From an optimization exercise on the open Yosys and OpenROAD flow, aimed at small area, a short achievable clock period and few clock cycles; shortcuts taken in it are not production practice.
Only simulation tests tie the RTL to the original design; equivalence was not proved.
Power and IR drop assume default switching activity.

## run 1
==> flow/design.v <==
module ysyx_22050612_divider(
	input clk,
	input rst,
	input div_valid,
	input flush,
	input divw,
	input div_signed,
	input [63:0]dividend,
	input [63:0]divisor,
	output div_ready,
	output out_valid,
	output [63:0]quotient,
	output [63:0]remainder
);
reg        v1;
reg [63:0] xa1, xb1;    
reg        sa1, sb1;    
reg        w1, z1;      
reg [7:0]  la1, lb1;    
reg        busy;        
reg        done;        
reg        itr;         
reg        fxd;         
reg        fixr;        
reg        mayr;        
reg [63:0] rem;         
reg [63:0] dsr;         
reg [63:0] quo;         
reg [63:0] qal;         
reg [4:0]  cnt;         
reg        qneg, rneg;
wire need;              
wire go = v1 & ~busy & ~need;   
wire load1 = ~v1 | go;  
assign div_ready = load1;
assign out_valid = done & ~need;
wire sa = div_signed & (divw ? dividend[31] : dividend[63]);
wire sb = div_signed & (divw ? divisor[31]  : divisor[63]);
wire [63:0] xa = divw ? {32'b0, dividend[31:0] ^ {32{sa}}} : (dividend ^ {64{sa}});
wire [63:0] xb = divw ? {32'b0, divisor[31:0]  ^ {32{sb}}} : (divisor  ^ {64{sb}});
wire        bz = divw ? ~|divisor[31:0] : ~|divisor;
function [5:0] lead(input [31:0] x);
	reg [15:0] v1; reg [3:0] p1 [0:15];
	reg [7:0]  v2; reg [3:0] p2 [0:7];
	reg [3:0]  v3; reg [3:0] p3 [0:3];
	reg [1:0]  v4; reg [3:0] p4 [0:1];
	integer i;
	begin
		for (i = 0; i < 16; i = i + 1) begin
			v1[i] = x[2*i+1] | x[2*i];
			p1[i] = {3'b0, x[2*i+1]};
		end
		for (i = 0; i < 8; i = i + 1) begin
			v2[i] = v1[2*i+1] | v1[2*i];
			p2[i] = v1[2*i+1] ? {2'b0, 1'b1, p1[2*i+1][0]} : {2'b0, 1'b0, p1[2*i][0]};
		end
		for (i = 0; i < 4; i = i + 1) begin
			v3[i] = v2[2*i+1] | v2[2*i];
			p3[i] = v2[2*i+1] ? {1'b0, 1'b1, p2[2*i+1][1:0]} : {1'b0, 1'b0, p2[2*i][1:0]};
		end
		for (i = 0; i < 2; i = i + 1) begin
			v4[i] = v3[2*i+1] | v3[2*i];
			p4[i] = v3[2*i+1] ? {1'b1, p3[2*i+1][2:0]} : {1'b0, p3[2*i][2:0]};
		end
		lead = {v4[1] | v4[0], v4[1] ? {1'b1, p4[1]} : {1'b0, p4[0]}};
	end
endfunction
function [7:0] maglead(input [63:0] x, input s, input w);
	reg [5:0] ph, pl, nh, nl;
	reg [6:0] lp, ln;
	reg       m32, m64;
	begin
		ph = lead(x[63:32]);
		pl = lead(x[31:0]);
		nh = lead(~x[63:32]);
		nl = lead(~x[31:0]);
		lp = (!w && ph[5]) ? {1'b1, 1'b1, ph[4:0]} : {pl[5], 1'b0, pl[4:0]};
		ln = (!w && nh[5]) ? {1'b1, 1'b1, nh[4:0]} : {nl[5], 1'b0, nl[4:0]};
		m32 = &(x[31:1] | ~x[30:0]);
		m64 = m32 & (&(x[63:32] | ~x[62:31]));
		maglead = s ? {ln, w ? m32 : m64} : {lp, 1'b0};
	end
endfunction
wire [7:0] la = maglead(dividend, sa, divw);
wire [7:0] lb = maglead(divisor,  sb, divw);
always @(posedge clk) begin
	if (rst || flush) v1 <= 1'b0;
	else              v1 <= (div_valid & load1) | (v1 & ~go);
end
always @(posedge clk) begin
	if (load1) begin
		xa1 <= xa;
		xb1 <= xb;
		sa1 <= sa;
		sb1 <= sb;
		w1  <= divw;
		z1  <= bz;
		la1 <= la;
		lb1 <= lb;
	end
end
wire [7:0]  sh = {2'b0, la1[6:1]} - {2'b0, lb1[6:1]}
               + {7'b0, la1[0] & la1[7]} - {7'b0, lb1[0] & lb1[7]};
wire        qzero = ~(la1[7] | sa1) | sh[7];
function [63:0] inc(input [63:0] x, input c);
	reg [63:0] t;
	integer i, k, j;
	begin
		t = x;
		for (k = 1; k < 64; k = k * 2)
			for (i = 63; i >= 0; i = i - 1)
				if (i & k) begin
					j = (i & ~(k - 1)) - 1;
					t[i] = t[i] & t[j];
				end
		inc = x ^ ({t[62:0], 1'b1} & {64{c}});
	end
endfunction
wire [63:0] bb = inc(xb1, sb1);
wire [63:0] qz = w1 ? 64'h00000000FFFFFFFF : 64'hFFFFFFFFFFFFFFFF;
wire [66:0] ta = {3'b0, rem};
wire [66:0] t1 = ~{3'b0, dsr};
wire [66:0] t2 = ~{2'b0, dsr, 1'b0};
function [66:0] add1(input [66:0] a, input [66:0] b);
	reg [66:0] g, p, gg, pp;
	integer i, k, j;
	begin
		g = a & b;
		p = a ^ b;
		gg = {g[66:1], g[0] | p[0]};
		pp = p;
		for (k = 1; k < 67; k = k * 2)
			for (i = 66; i >= 0; i = i - 1)
				if (i & k) begin
					j = (i & ~(k - 1)) - 1;
					gg[i] = gg[i] | (pp[i] & gg[j]);
					pp[i] = pp[i] & pp[j];
				end
		add1 = p ^ {gg[65:0], 1'b1};
	end
endfunction
wire [66:0] s1 = add1(ta, t1);
wire [66:0] s2 = add1(ta, t2);
wire [66:0] cs = ta ^ t1 ^ t2;
wire [66:0] cc = {(ta[65:0] & t1[65:0]) | (ta[65:0] & t2[65:0]) | (t1[65:0] & t2[65:0]), 1'b1};
wire [66:0] s3 = add1(cs, cc);
wire ge1 = ~s1[66];
wire ge2 = ~s2[66];
wire ge3 = ~s3[66];
wire [1:0] qd  = {ge2, ge3 | (ge1 & ~ge2)};
wire [1:0] qdm = {ge3, ge2 & ~ge3};           
wire [1:0] qdp = {ge1, ~ge1 | (ge2 & ~ge3)};  
wire [63:0] rnext = ge3 ? s3[63:0] : ge2 ? s2[63:0] : ge1 ? s1[63:0] : rem;
wire last = (cnt == 5'd0);
function low_m1(input [7:0] x, input [7:0] d);
	reg [7:0] p, g;
	begin
		p = x ^ ~d;
		g = x & ~d;
		low_m1 = ~p[0] & (&(p[7:1] ^ g[6:0]));
	end
endfunction
wire m0 = low_m1(rem[7:0], dsr[7:0]);
wire m1 = low_m1(s1[7:0], dsr[7:0]);
wire m2 = low_m1(s2[7:0], dsr[7:0]);
wire m3 = low_m1(s3[7:0], dsr[7:0]);
wire mnext = ge3 ? m3 : ge2 ? m2 : ge1 ? m1 : m0;
always @(posedge clk) begin
	if (rst || flush) begin
		busy <= 1'b0;
		done <= 1'b0;
		fxd  <= 1'b0;
	end else if (go) begin
		busy <= ~(z1 | qzero);
		done <= z1 | qzero;
		fxd  <= 1'b0;
	end else if (need) begin
		done <= 1'b1;
		fxd  <= 1'b1;
	end else begin
		busy <= busy & ~last;
		done <= busy & last;
		fxd  <= 1'b0;
	end
end
always @(posedge clk) begin
	if (go) begin
		rem  <= xa1;
		dsr  <= bb << {sh[5:1], 1'b0};
		quo  <= z1 ? qz : 64'b0;
		qal  <= (sa1 ^ sb1) ? (z1 ? {qz[63:1], 1'b0} : 64'hFFFFFFFFFFFFFFFF) : 64'd1;
		cnt  <= sh[5:1];
		qneg <= sa1 ^ sb1;
		rneg <= sa1;
		itr  <= ~(z1 | qzero);
		fixr <= 1'b0;
	end else if (need) begin
		fixr <= exact;
	end else if (busy) begin
		rem  <= rnext;
		if (!last) dsr <= dsr >> 2;
		quo  <= {quo[61:0], qd};
		if (qneg) qal <= ge1 ? {quo[61:0], qdm} : {qal[61:0], 2'b11};
		else      qal <= ge3 ? {qal[61:0], 2'b00} : {quo[61:0], qdp};
		cnt  <= cnt - 5'd1;
		mayr <= mnext;
	end
end
wire [63:0] ep = rem ^ ~dsr;
wire [63:0] eg = rem & ~dsr;
wire exact = ~ep[0] & (&(ep[63:1] ^ eg[62:0]));
assign need = done & ~fxd & rneg & itr & mayr;
wire fix = fixr;
assign quotient  = qneg ? ~(fix ? quo : qal) : (fix ? qal : quo);
assign remainder = rneg ? (fix ? 64'b0 : ~rem) : rem;
endmodule
==> flow/config.mk <==
export PLATFORM = sky130hd
export DESIGN_NAME = ysyx_22050612_divider
export DESIGN_NICKNAME = ysyx_22050612_divider
export VERILOG_FILES = /design/flow/design.v
export SDC_FILE = /design/flow/constraint.sdc
export NUM_CORES = 4
export LEC_CHECK = 0
export CAP_MARGIN = 20
export CORE_MARGIN = 2
export CORE_UTILIZATION = 40
export SLEW_MARGIN = 20
==> flow/constraint.sdc <==
create_clock -name core_clock -period 10.0 [get_ports {clk}]
set_input_delay 2.0000 -clock core_clock [delete_from_list [all_inputs] [get_ports {clk}]]
set_output_delay 2.0000 -clock core_clock [all_outputs]
set_load 0.01 [all_outputs]
standard.sh (not shown) runs the stock make flow with config.mk's settings and CLKGATE_MAP_FILE= SYNTH_SCRIPT=/design/flow/synth_recipe.tcl, a recipe that flattens the netlist after the stock synthesis.
==> flow/flow/run.sh <==
#!/bin/bash
set -euo pipefail
export SETUP_SLACK_MARGIN=5.95
bash standard.sh > standard.log 2>&1
Testbench counts of run 1, summed over its fixed seeds: cycles 3,812.
For run 2, these inputs were changed with respect to run 1:
==> flow/flow/run.sh <==
#!/bin/bash
set -euo pipefail
export SETUP_SLACK_MARGIN=5.7
bash standard.sh > standard.log 2>&1
==> comparison <==
Going from run 1 to run 2, non-clock buffer count shrank by more than a quarter. Run 1 -> run 2: combinational power decreased by more than 10%. Re met1 demand-to-capacity share in global routing: run 2 is 0.91 points down on run 1. Proportion of cell area occupied by registers (higher): run 2. In run 2 the critical path depth turned out 3 higher than in run 1. | top achievable clock speed | run 2 vs run 1 | worse |. Fraction of power consumed by combinational cells, run 1 and run 2, lower one = run 2. In run 2 the period utilization turned out 0.61 points higher than in run 1. Run 2 vs. run 1: area of the multi-input gates -about 7%; initial core utilization barely changed.
[inputs] run 3 vs run 2
- an added PLACE_DENSITY of 0.8
- an added SETUP_SLACK_MARGIN of 5
==> flow/run.sh (new file) <==
#!/bin/bash
# synth_recipe.tcl (not shown) runs the flow's synth.tcl, then flattens the netlist and writes it again
# the make line also repeats each setting of config.mk as NAME=value (left out here)
make -C /OpenROAD-flow-scripts/flow DESIGN_CONFIG=/design/flow/config.mk WORK_HOME=/design/flow/orfs CLKGATE_MAP_FILE= SYNTH_SCRIPT=/design/flow/synth_recipe.tcl finish
removed: flow/flow/run.sh
removed: flow/standard.sh
==> results.txt <==
- No stage failed in run 2, and the final checks on the layout all came back clean.
- Run 3 has completed all stages; timing, DRC and antenna checks passed.
- Changes observed in run 3 relative to run 2: post-layout worst setup margin shows a reduction of 0.64 ns, final design utilization shows a reduction of 3.9 points, cell depth of the worst setup path has decreased, post-CTS setup-driven buffer insertion count decreased 79, static power due to leakage went down.
- On final critical delay including setup and external delays, run 2 beats run 3.
- Wire length on met1 down about 13% in run 3 wrt run 2
Changes in run 4 relative to run 3:
- PLACE_DENSITY no longer set, was 0.8
### Flow results
- Going from run 3 to run 4, power dissipated in sequential cells did not really move, maximum cell stage delay along the critical path went down, sequential fraction of total cell area did not really move, switching portion of total power did not really move, wire length of the first global-routing pass went down.
- Summary of run 4 over run 3: data required time of the critical path has decreased, first-iteration DRC count has decreased, total track usage has decreased, total power has decreased, cell internal power dissipation has decreased.
- Looking at ratio of cells with drive above 1 in the final layout, run 4 sits below run 3.

[separate check: timing with driven ports]
In the flow no input, the clock included, has a driving cell. The finished layouts below were timed again as built, in two steps. Step 1, drivers: a clkbuf_16 drives clk and a buf_2 each remaining input, both assumed. Step 2 times the ports against the registers' clock, not the clock port: input delays grow and output delays shrink by t, the midpoint of the rising clock arrivals with the driver on. Three values: ideal ports, drivers, drivers and shift; two values: the first two.
run | shift t [ns] | slack for setup (ns) | worst setup path after step 2 | pins driven straight from the clock port
run 1 | 0.691 | 5.630 / 5.630 / 5.388 | input to register | 1
run 2 | 0.699 | 5.569 / 5.569 / 5.162 | input to register | 1
run 3 | 0.680 | 4.928 / 4.928 / 4.605 | input to register | 1
run 4 | 0.695 | 5.062 / 4.988 / 4.683 | input to register | 1
After both steps setup and hold are still met in every run listed. For run 2, which loses most, drivers alone change the setup slack by 0.000 ns; drivers and shift together by -0.407 ns.
